Source: an optimization exercise on an open RTL-to-GDS flow (aim: small area). Production flows keep margins and buffers that such runs may drop. Only simulation tests tie the RTL to the original design; equivalence was not proved. Power figures rest on the tool's default switching activity, not on a simulated workload.

==> 08-05: inputs <==
==> flow/design.v <==
module MorseEncoder(
	input  logic       clk,
	input  logic       rst_n,
	input  logic [4:0] address,
	output logic [7:0] read_data,
	input  logic       write_enable,
	input  logic [7:0] write_data,
	output logic [6:0] leds
	);
	localparam logic [2:0] S_IDLE  = 3'd0;
	localparam logic [2:0] S_LOAD  = 3'd1;
	localparam logic [2:0] S_CHECK = 3'd2;
	localparam logic [2:0] S_ON    = 3'd3;
	localparam logic [2:0] S_SHORT = 3'd5;
	localparam logic [2:0] S_LONG  = 3'd6;
	localparam logic [2:0] S_FIN   = 3'd7;
	logic [7:0]  data [0:31];
	logic [31:0] valid;
	logic [2:0] state;
	logic [4:0] index;    
	logic [2:0] elem;     
	logic [8:0] tmr;      
	logic idle, wr;
	assign idle = (state == S_IDLE);
	assign wr = idle && write_enable;
	always_ff @(posedge clk) begin
		if (wr) data[address] <= write_data;
	end
	always_ff @(negedge rst_n or posedge clk) begin
		if (!rst_n) valid <= 32'd0;
		else if (state == S_FIN) valid <= 32'd0;
		else if (wr) valid[address] <= 1'b1;
	end
	logic [31:0] asel, isel;
	logic [7:0] ch;
	assign asel[0] = valid[0] && address == 5'd0;
	assign isel[0] = valid[0] && index == 5'd0;
	assign asel[1] = valid[1] && address == 5'd1;
	assign isel[1] = valid[1] && index == 5'd1;
	assign asel[2] = valid[2] && address == 5'd2;
	assign isel[2] = valid[2] && index == 5'd2;
	assign asel[3] = valid[3] && address == 5'd3;
	assign isel[3] = valid[3] && index == 5'd4;
	assign asel[4] = valid[4] && address == 5'd4;
	assign isel[4] = valid[4] && index == 5'd9;
	assign asel[5] = valid[5] && address == 5'd5;
	assign isel[5] = valid[5] && index == 5'd18;
	assign asel[6] = valid[6] && address == 5'd6;
	assign isel[6] = valid[6] && index == 5'd5;
	assign asel[7] = valid[7] && address == 5'd7;
	assign isel[7] = valid[7] && index == 5'd11;
	assign asel[8] = valid[8] && address == 5'd8;
	assign isel[8] = valid[8] && index == 5'd22;
	assign asel[9] = valid[9] && address == 5'd9;
	assign isel[9] = valid[9] && index == 5'd12;
	assign asel[10] = valid[10] && address == 5'd10;
	assign isel[10] = valid[10] && index == 5'd25;
	assign asel[11] = valid[11] && address == 5'd11;
	assign isel[11] = valid[11] && index == 5'd19;
	assign asel[12] = valid[12] && address == 5'd12;
	assign isel[12] = valid[12] && index == 5'd7;
	assign asel[13] = valid[13] && address == 5'd13;
	assign isel[13] = valid[13] && index == 5'd15;
	assign asel[14] = valid[14] && address == 5'd14;
	assign isel[14] = valid[14] && index == 5'd31;
	assign asel[15] = valid[15] && address == 5'd15;
	assign isel[15] = valid[15] && index == 5'd30;
	assign asel[16] = valid[16] && address == 5'd16;
	assign isel[16] = valid[16] && index == 5'd28;
	assign asel[17] = valid[17] && address == 5'd17;
	assign isel[17] = valid[17] && index == 5'd24;
	assign asel[18] = valid[18] && address == 5'd18;
	assign isel[18] = valid[18] && index == 5'd17;
	assign asel[19] = valid[19] && address == 5'd19;
	assign isel[19] = valid[19] && index == 5'd3;
	assign asel[20] = valid[20] && address == 5'd20;
	assign isel[20] = valid[20] && index == 5'd6;
	assign asel[21] = valid[21] && address == 5'd21;
	assign isel[21] = valid[21] && index == 5'd13;
	assign asel[22] = valid[22] && address == 5'd22;
	assign isel[22] = valid[22] && index == 5'd27;
	assign asel[23] = valid[23] && address == 5'd23;
	assign isel[23] = valid[23] && index == 5'd23;
	assign asel[24] = valid[24] && address == 5'd24;
	assign isel[24] = valid[24] && index == 5'd14;
	assign asel[25] = valid[25] && address == 5'd25;
	assign isel[25] = valid[25] && index == 5'd29;
	assign asel[26] = valid[26] && address == 5'd26;
	assign isel[26] = valid[26] && index == 5'd26;
	assign asel[27] = valid[27] && address == 5'd27;
	assign isel[27] = valid[27] && index == 5'd21;
	assign asel[28] = valid[28] && address == 5'd28;
	assign isel[28] = valid[28] && index == 5'd10;
	assign asel[29] = valid[29] && address == 5'd29;
	assign isel[29] = valid[29] && index == 5'd20;
	assign asel[30] = valid[30] && address == 5'd30;
	assign isel[30] = valid[30] && index == 5'd8;
	assign asel[31] = valid[31] && address == 5'd31;
	assign isel[31] = valid[31] && index == 5'd16;
	always_comb begin
		read_data = 8'd0;
		ch = 8'd0;
		for (int i = 0; i < 32; i++) begin
			read_data = read_data | ({8{asel[i]}} & data[i]);
			ch = ch | ({8{isel[i]}} & data[i]);
		end
	end
	logic       ok;
	logic [5:0] len;
	logic [4:0] code;
	always_comb begin
		ok = 1'b1;
		len = 6'd0;
		code = 5'b00000;
		case (ch)
			"0": begin len = 6'b100000; code = 5'b11111; end
			"1": begin len = 6'b100000; code = 5'b11110; end
			"2": begin len = 6'b100000; code = 5'b11100; end
			"3": begin len = 6'b100000; code = 5'b11000; end
			"4": begin len = 6'b100000; code = 5'b10000; end
			"5": begin len = 6'b100000; code = 5'b00000; end
			"6": begin len = 6'b100000; code = 5'b00001; end
			"7": begin len = 6'b100000; code = 5'b00011; end
			"8": begin len = 6'b100000; code = 5'b00111; end
			"9": begin len = 6'b100000; code = 5'b01111; end
			"A": begin len = 6'b000100; code = 5'b00010; end
			"B": begin len = 6'b010000; code = 5'b00001; end
			"C": begin len = 6'b010000; code = 5'b00101; end
			"D": begin len = 6'b001000; code = 5'b00001; end
			"E": begin len = 6'b000010; code = 5'b00000; end
			"F": begin len = 6'b010000; code = 5'b00100; end
			"G": begin len = 6'b001000; code = 5'b00011; end
			"H": begin len = 6'b010000; code = 5'b00000; end
			"I": begin len = 6'b000100; code = 5'b00000; end
			"J": begin len = 6'b010000; code = 5'b01110; end
			"K": begin len = 6'b001000; code = 5'b00101; end
			"L": begin len = 6'b010000; code = 5'b00010; end
			"M": begin len = 6'b000100; code = 5'b00011; end
			"N": begin len = 6'b000100; code = 5'b00001; end
			"O": begin len = 6'b001000; code = 5'b00111; end
			"P": begin len = 6'b010000; code = 5'b00110; end
			"Q": begin len = 6'b010000; code = 5'b01011; end
			"R": begin len = 6'b001000; code = 5'b00010; end
			"S": begin len = 6'b001000; code = 5'b00000; end
			"T": begin len = 6'b000010; code = 5'b00001; end
			"U": begin len = 6'b001000; code = 5'b00100; end
			"V": begin len = 6'b010000; code = 5'b01000; end
			"W": begin len = 6'b001000; code = 5'b00110; end
			"X": begin len = 6'b010000; code = 5'b01001; end
			"Y": begin len = 6'b010000; code = 5'b01101; end
			"Z": begin len = 6'b010000; code = 5'b00011; end
			default: ok = 1'b0;
		endcase
	end
	logic [5:0] eoh;
	assign eoh[0] = ~elem[2] & ~elem[0];
	assign eoh[1] = ~elem[1] &  elem[0];
	assign eoh[2] = ~elem[2] &  elem[1];
	assign eoh[3] =  elem[2] &  elem[0];
	assign eoh[4] =  elem[1] & ~elem[0];
	assign eoh[5] =  elem[2] & ~elem[1];
	logic last, dash;
	assign last = |(len & eoh);
	assign dash = |(code & eoh[4:0]);
	logic on_end, short_end, long_end;
	assign on_end = dash ? (tmr == 9'd130) : (tmr == 9'd239);
	assign short_end = (tmr == 9'd239);
	assign long_end = (tmr == 9'd358);
	always_ff @(posedge clk) begin
		if (state == S_ON ? on_end : (state != S_SHORT && state != S_LONG))
			tmr <= 9'd0;
		else
			tmr <= {tmr[7:0], ~(tmr[8] ^ tmr[4])};
	end
	always_ff @(posedge clk) begin
		if (state == S_LOAD) elem <= 3'd0;
		else if (state == S_SHORT && short_end) elem <= {elem[1:0], ~elem[2]};
	end
	always_ff @(posedge clk) begin
		if (idle) index <= 5'd1;
		else if (state == S_LONG && long_end)
			index <= {index[3:0], index[4] ^ index[2] ^ (index[3:0] == 4'd0)};
	end
	always_ff @(negedge rst_n or posedge clk) begin
		if (!rst_n) state <= S_IDLE;
		else begin
			case (state)
				S_IDLE:  if (valid[0] && data[0] == 8'd1) state <= S_LOAD;
				S_LOAD:  state <= (index == 5'd0) ? S_FIN : S_CHECK;
				S_CHECK: state <= !ok ? S_FIN : last ? S_LONG : S_ON;
				S_ON:    if (on_end) state <= S_SHORT;
				S_SHORT: if (short_end) state <= S_CHECK;
				S_LONG:  if (long_end) state <= S_LOAD;
				default: state <= S_IDLE;
			endcase
		end
	end
	assign leds = {7{state == S_ON}};
endmodule
==> flow/run.sh <==
#!/bin/bash
# synth_recipe.tcl (not shown) runs the flow's synth.tcl, then flattens the netlist and writes it again
# the make line also repeats each setting of config.mk as NAME=value (left out here)
make -C /OpenROAD-flow-scripts/flow DESIGN_CONFIG=/design/flow/config.mk WORK_HOME=/design/flow/orfs CLKGATE_MAP_FILE= SYNTH_SCRIPT=/design/flow/synth_recipe.tcl finish
==> flow/config.mk <==
export PLATFORM = sky130hd
export DESIGN_NAME = MorseEncoder
export DESIGN_NICKNAME = MorseEncoder
export VERILOG_FILES = /design/flow/design.v
export SDC_FILE = /design/flow/constraint.sdc
export NUM_CORES = 4
export LEC_CHECK = 0
export CAP_MARGIN = 20
export CORE_MARGIN = 2
export CORE_UTILIZATION = 40
export SLEW_MARGIN = 20
==> flow/constraint.sdc <==
create_clock -name core_clock -period 10.0 [get_ports {clk}]
set_input_delay 2.0000 -clock core_clock [delete_from_list [all_inputs] [get_ports {clk}]]
set_output_delay 2.0000 -clock core_clock [all_outputs]
set_load 0.01 [all_outputs]
==> 07-11: changes against 08-05 <==
==> flow/design.v, changed modules only <==
module MorseEncoder(
	input  logic       clk,
	input  logic       rst_n,
	input  logic [4:0] address,
	output logic [7:0] read_data,
	input  logic       write_enable,
	input  logic [7:0] write_data,
	output logic [6:0] leds
	);
	localparam logic [2:0] S_IDLE  = 3'd0;
	localparam logic [2:0] S_LOAD  = 3'd1;
	localparam logic [2:0] S_CHECK = 3'd2;
	localparam logic [2:0] S_ON    = 3'd3;
	localparam logic [2:0] S_SHORT = 3'd5;
	localparam logic [2:0] S_LONG  = 3'd6;
	localparam logic [2:0] S_FIN   = 3'd7;
	logic [7:0]  data [0:31];
	logic [31:0] valid;
	logic [2:0] state;
	logic [4:0] index;    
	logic [2:0] elem;     
	logic [8:0] tmr;      
	logic idle, wr;
	assign idle = (state == S_IDLE);
	assign wr = idle && write_enable;
	logic [31:0] adec;
	always_comb for (int i = 0; i < 32; i++) adec[i] = (address == i);
	always_ff @(posedge clk) begin
		for (int i = 0; i < 32; i++)
			if (wr && adec[i]) data[i] <= write_data;
	end
	always_ff @(negedge rst_n or posedge clk) begin
		if (!rst_n) valid <= 32'd0;
		else if (state == S_FIN) valid <= 32'd0;
		else for (int i = 0; i < 32; i++)
			if (wr && adec[i]) valid[i] <= 1'b1;
	end
	logic [31:0] asel, isel;
	logic [7:0] ch;
	assign asel[0] = valid[0] && adec[0];
	assign isel[0] = valid[0] && index == 5'd0;
	assign asel[1] = valid[1] && adec[1];
	assign isel[1] = valid[1] && index == 5'd1;
	assign asel[2] = valid[2] && adec[2];
	assign isel[2] = valid[2] && index == 5'd2;
	assign asel[3] = valid[3] && adec[3];
	assign isel[3] = valid[3] && index == 5'd4;
	assign asel[4] = valid[4] && adec[4];
	assign isel[4] = valid[4] && index == 5'd9;
	assign asel[5] = valid[5] && adec[5];
	assign isel[5] = valid[5] && index == 5'd18;
	assign asel[6] = valid[6] && adec[6];
	assign isel[6] = valid[6] && index == 5'd5;
	assign asel[7] = valid[7] && adec[7];
	assign isel[7] = valid[7] && index == 5'd11;
	assign asel[8] = valid[8] && adec[8];
	assign isel[8] = valid[8] && index == 5'd22;
	assign asel[9] = valid[9] && adec[9];
	assign isel[9] = valid[9] && index == 5'd12;
	assign asel[10] = valid[10] && adec[10];
	assign isel[10] = valid[10] && index == 5'd25;
	assign asel[11] = valid[11] && adec[11];
	assign isel[11] = valid[11] && index == 5'd19;
	assign asel[12] = valid[12] && adec[12];
	assign isel[12] = valid[12] && index == 5'd7;
	assign asel[13] = valid[13] && adec[13];
	assign isel[13] = valid[13] && index == 5'd15;
	assign asel[14] = valid[14] && adec[14];
	assign isel[14] = valid[14] && index == 5'd31;
	assign asel[15] = valid[15] && adec[15];
	assign isel[15] = valid[15] && index == 5'd30;
	assign asel[16] = valid[16] && adec[16];
	assign isel[16] = valid[16] && index == 5'd28;
	assign asel[17] = valid[17] && adec[17];
	assign isel[17] = valid[17] && index == 5'd24;
	assign asel[18] = valid[18] && adec[18];
	assign isel[18] = valid[18] && index == 5'd17;
	assign asel[19] = valid[19] && adec[19];
	assign isel[19] = valid[19] && index == 5'd3;
	assign asel[20] = valid[20] && adec[20];
	assign isel[20] = valid[20] && index == 5'd6;
	assign asel[21] = valid[21] && adec[21];
	assign isel[21] = valid[21] && index == 5'd13;
	assign asel[22] = valid[22] && adec[22];
	assign isel[22] = valid[22] && index == 5'd27;
	assign asel[23] = valid[23] && adec[23];
	assign isel[23] = valid[23] && index == 5'd23;
	assign asel[24] = valid[24] && adec[24];
	assign isel[24] = valid[24] && index == 5'd14;
	assign asel[25] = valid[25] && adec[25];
	assign isel[25] = valid[25] && index == 5'd29;
	assign asel[26] = valid[26] && adec[26];
	assign isel[26] = valid[26] && index == 5'd26;
	assign asel[27] = valid[27] && adec[27];
	assign isel[27] = valid[27] && index == 5'd21;
	assign asel[28] = valid[28] && adec[28];
	assign isel[28] = valid[28] && index == 5'd10;
	assign asel[29] = valid[29] && adec[29];
	assign isel[29] = valid[29] && index == 5'd20;
	assign asel[30] = valid[30] && adec[30];
	assign isel[30] = valid[30] && index == 5'd8;
	assign asel[31] = valid[31] && adec[31];
	assign isel[31] = valid[31] && index == 5'd16;
	always_comb begin
		read_data = 8'd0;
		ch = 8'd0;
		for (int i = 0; i < 32; i++) begin
			read_data = read_data | ({8{asel[i]}} & data[i]);
			ch = ch | ({8{isel[i]}} & data[i]);
		end
	end
	logic       ok;
	logic [5:0] len;
	logic [4:0] code;
	always_comb begin
		ok = 1'b1;
		len = 6'd0;
		code = 5'b00000;
		case (ch)
			"0": begin len = 6'b100000; code = 5'b11111; end
			"1": begin len = 6'b100000; code = 5'b11110; end
			"2": begin len = 6'b100000; code = 5'b11100; end
			"3": begin len = 6'b100000; code = 5'b11000; end
			"4": begin len = 6'b100000; code = 5'b10000; end
			"5": begin len = 6'b100000; code = 5'b00000; end
			"6": begin len = 6'b100000; code = 5'b00001; end
			"7": begin len = 6'b100000; code = 5'b00011; end
			"8": begin len = 6'b100000; code = 5'b00111; end
			"9": begin len = 6'b100000; code = 5'b01111; end
			"A": begin len = 6'b000100; code = 5'b00010; end
			"B": begin len = 6'b010000; code = 5'b00001; end
			"C": begin len = 6'b010000; code = 5'b00101; end
			"D": begin len = 6'b001000; code = 5'b00001; end
			"E": begin len = 6'b000010; code = 5'b00000; end
			"F": begin len = 6'b010000; code = 5'b00100; end
			"G": begin len = 6'b001000; code = 5'b00011; end
			"H": begin len = 6'b010000; code = 5'b00000; end
			"I": begin len = 6'b000100; code = 5'b00000; end
			"J": begin len = 6'b010000; code = 5'b01110; end
			"K": begin len = 6'b001000; code = 5'b00101; end
			"L": begin len = 6'b010000; code = 5'b00010; end
			"M": begin len = 6'b000100; code = 5'b00011; end
			"N": begin len = 6'b000100; code = 5'b00001; end
			"O": begin len = 6'b001000; code = 5'b00111; end
			"P": begin len = 6'b010000; code = 5'b00110; end
			"Q": begin len = 6'b010000; code = 5'b01011; end
			"R": begin len = 6'b001000; code = 5'b00010; end
			"S": begin len = 6'b001000; code = 5'b00000; end
			"T": begin len = 6'b000010; code = 5'b00001; end
			"U": begin len = 6'b001000; code = 5'b00100; end
			"V": begin len = 6'b010000; code = 5'b01000; end
			"W": begin len = 6'b001000; code = 5'b00110; end
			"X": begin len = 6'b010000; code = 5'b01001; end
			"Y": begin len = 6'b010000; code = 5'b01101; end
			"Z": begin len = 6'b010000; code = 5'b00011; end
			default: ok = 1'b0;
		endcase
	end
	logic [5:0] eoh;
	assign eoh[0] = ~elem[2] & ~elem[0];
	assign eoh[1] = ~elem[1] &  elem[0];
	assign eoh[2] = ~elem[2] &  elem[1];
	assign eoh[3] =  elem[2] &  elem[0];
	assign eoh[4] =  elem[1] & ~elem[0];
	assign eoh[5] =  elem[2] & ~elem[1];
	logic last, dash;
	assign last = |(len & eoh);
	assign dash = |(code & eoh[4:0]);
	logic on_end, short_end, long_end;
	assign on_end = dash ? (tmr == 9'd130) : (tmr == 9'd239);
	assign short_end = (tmr == 9'd239);
	assign long_end = (tmr == 9'd358);
	always_ff @(posedge clk) begin
		if (state == S_ON ? on_end : (state != S_SHORT && state != S_LONG))
			tmr <= 9'd0;
		else
			tmr <= {tmr[7:0], ~(tmr[8] ^ tmr[4])};
	end
	always_ff @(posedge clk) begin
		if (state == S_LOAD) elem <= 3'd0;
		else if (state == S_SHORT && short_end) elem <= {elem[1:0], ~elem[2]};
	end
	always_ff @(posedge clk) begin
		if (idle) index <= 5'd1;
		else if (state == S_LONG && long_end)
			index <= {index[3:0], index[4] ^ index[2] ^ (index[3:0] == 4'd0)};
	end
	always_ff @(negedge rst_n or posedge clk) begin
		if (!rst_n) state <= S_IDLE;
		else begin
			case (state)
				S_IDLE:  if (valid[0] && data[0] == 8'd1) state <= S_LOAD;
				S_LOAD:  state <= (index == 5'd0) ? S_FIN : S_CHECK;
				S_CHECK: state <= !ok ? S_FIN : last ? S_LONG : S_ON;
				S_ON:    if (on_end) state <= S_SHORT;
				S_SHORT: if (short_end) state <= S_CHECK;
				S_LONG:  if (long_end) state <= S_LOAD;
				default: state <= S_IDLE;
			endcase
		end
	end
	assign leds = {7{state == S_ON}};
endmodule
==> flow/flow/run.sh (new file) <==
#!/bin/bash
# Standard ORFS layout (the standard.sh) with these changes:
#  - ports buffered with buf_1 and a lighter clock tree (clkbuf_8 clusters, no
#    dummy loads).
# Each tool's output goes to the ORFS logs under orfs/logs; make's own output
# goes to standard.log here.
set -euo pipefail
HERE=$PWD
ABC_SCRIPT=$HERE/flow/area.abc
sed -e "s#log_cmd abc {\*}\$abc_args#log_cmd abc {*}[lreplace \$abc_args 1 1 $ABC_SCRIPT]#" \
    -e "s#^  extract_fa .*#  \# extract_fa skipped#" \
  "$FLOW_HOME/scripts/synth.tcl" > synth_area.tcl
grep -q "$ABC_SCRIPT" synth_area.tcl
grep -q "extract_fa skipped" synth_area.tcl
sed "s#source \$::env(SCRIPTS_DIR)/synth.tcl#source $HERE/synth_area.tcl#" synth_recipe.tcl > synth_recipe_area.tcl
grep -q "synth_area.tcl" synth_recipe_area.tcl
CTS="-sink_clustering_enable -repair_clock_nets -dont_use_dummy_load -buf_list sky130_fd_sc_hd__clkbuf_8 -sink_clustering_size 14 -sink_clustering_max_diameter 60"
bash standard.sh SYNTH_SCRIPT="$HERE/synth_recipe_area.tcl" \
  BUFFER_PORTS_ARGS="-buffer_cell sky130_fd_sc_hd__buf_1" \
  CTS_ARGS="$CTS" finish > standard.log 2>&1
==> flow/flow/area.abc (new file) <==
strash
&get -n
&fraig -x
&put
dc2
strash
&get -n
&dch -f
&nf -a -R 1000 -C 32 -p
&put
topo
stime -c
==> flow/standard.sh (new file) <==
#!/bin/bash
# synth_recipe.tcl (not shown) runs the flow's synth.tcl, then flattens the netlist and writes it again
# the make line also repeats each setting of config.mk as NAME=value (left out here)
make -C /OpenROAD-flow-scripts/flow DESIGN_CONFIG=/design/flow/config.mk WORK_HOME=/design/flow/orfs CLKGATE_MAP_FILE= SYNTH_SCRIPT=/design/flow/synth_recipe.tcl "${@:-finish}"
- CORE_UTILIZATION: 40 -> 45
removed: flow/run.sh
==> metrics.md <==
| Metric | Value |
|---|---|
| Status | `finished clean` |
| Cell-by-cell trace of the critical path | `clkdlybuf4s50_1, clkinv_1, and2_1, and3_1, a222oi_1, nand3_1, or4_1, clkdlybuf4s50_1` |
| Net switching share of the total power | `0.3242` |
| Area post-placement | `between 15000 and 20000 µm²` |
| Busiest layer in global routing | `met2` |
| Worst reg2reg path depth | `14` |
| Number of DRC markers after the initial detailed-route iteration | `~2400` |
The numbers above come from 08-05.

==> metrics.md <==
| Metric | Value |
|---|---|
| Status | `finished clean` |
| Area post-placement | `14310 µm²` |
| Worst reg2reg path depth | `20` |
| Register bank with the most flops | `data` |
| Cell-by-cell trace of the critical path | `buf_1, nor2_1, nand3_1, nor2b_1, a222oi_1, nand2_1, a221oi_1, nand4_1, buf_1` |
| Busiest layer in global routing | `met1` |
| Critical Path Sink Type | `output pin` |
| Net switching share of the total power | `0.2884` |
The numbers above come from 07-11.

## re-timing with driven ports
No port has a modelled driver above. Below, the same layouts with a new extraction and two added sets of constraints. Step 1, drivers: a clkbuf_16 drives clk and a buf_2 each remaining input, both assumed. Step 2 also shifts input and output timing later by t, the mid clock arrival at the registers, as if the neighbouring blocks saw the same clock. Slacks: ideal ports / drivers / drivers and shift; pairs: ideal ports / drivers.
| run | t (ns) | setup slack, ns | worst setup path at the end | clock arrival spread, ns | cell pins on the clock port's net |
|---|---|---|---|---|---|
| 08-05 | 0.643 | 2.347 / 2.305 / 2.305 | input to output | 0.023 / 0.023 | 1 |
| 07-11 | 0.651 | 3.157 / 3.132 / 3.132 | input to output | 0.040 / 0.040 | 1 |
After both steps every run listed still meets setup and hold. The setup slack of 08-05, which loses most, moves by -0.042 ns with the drivers and by -0.042 ns with both steps.
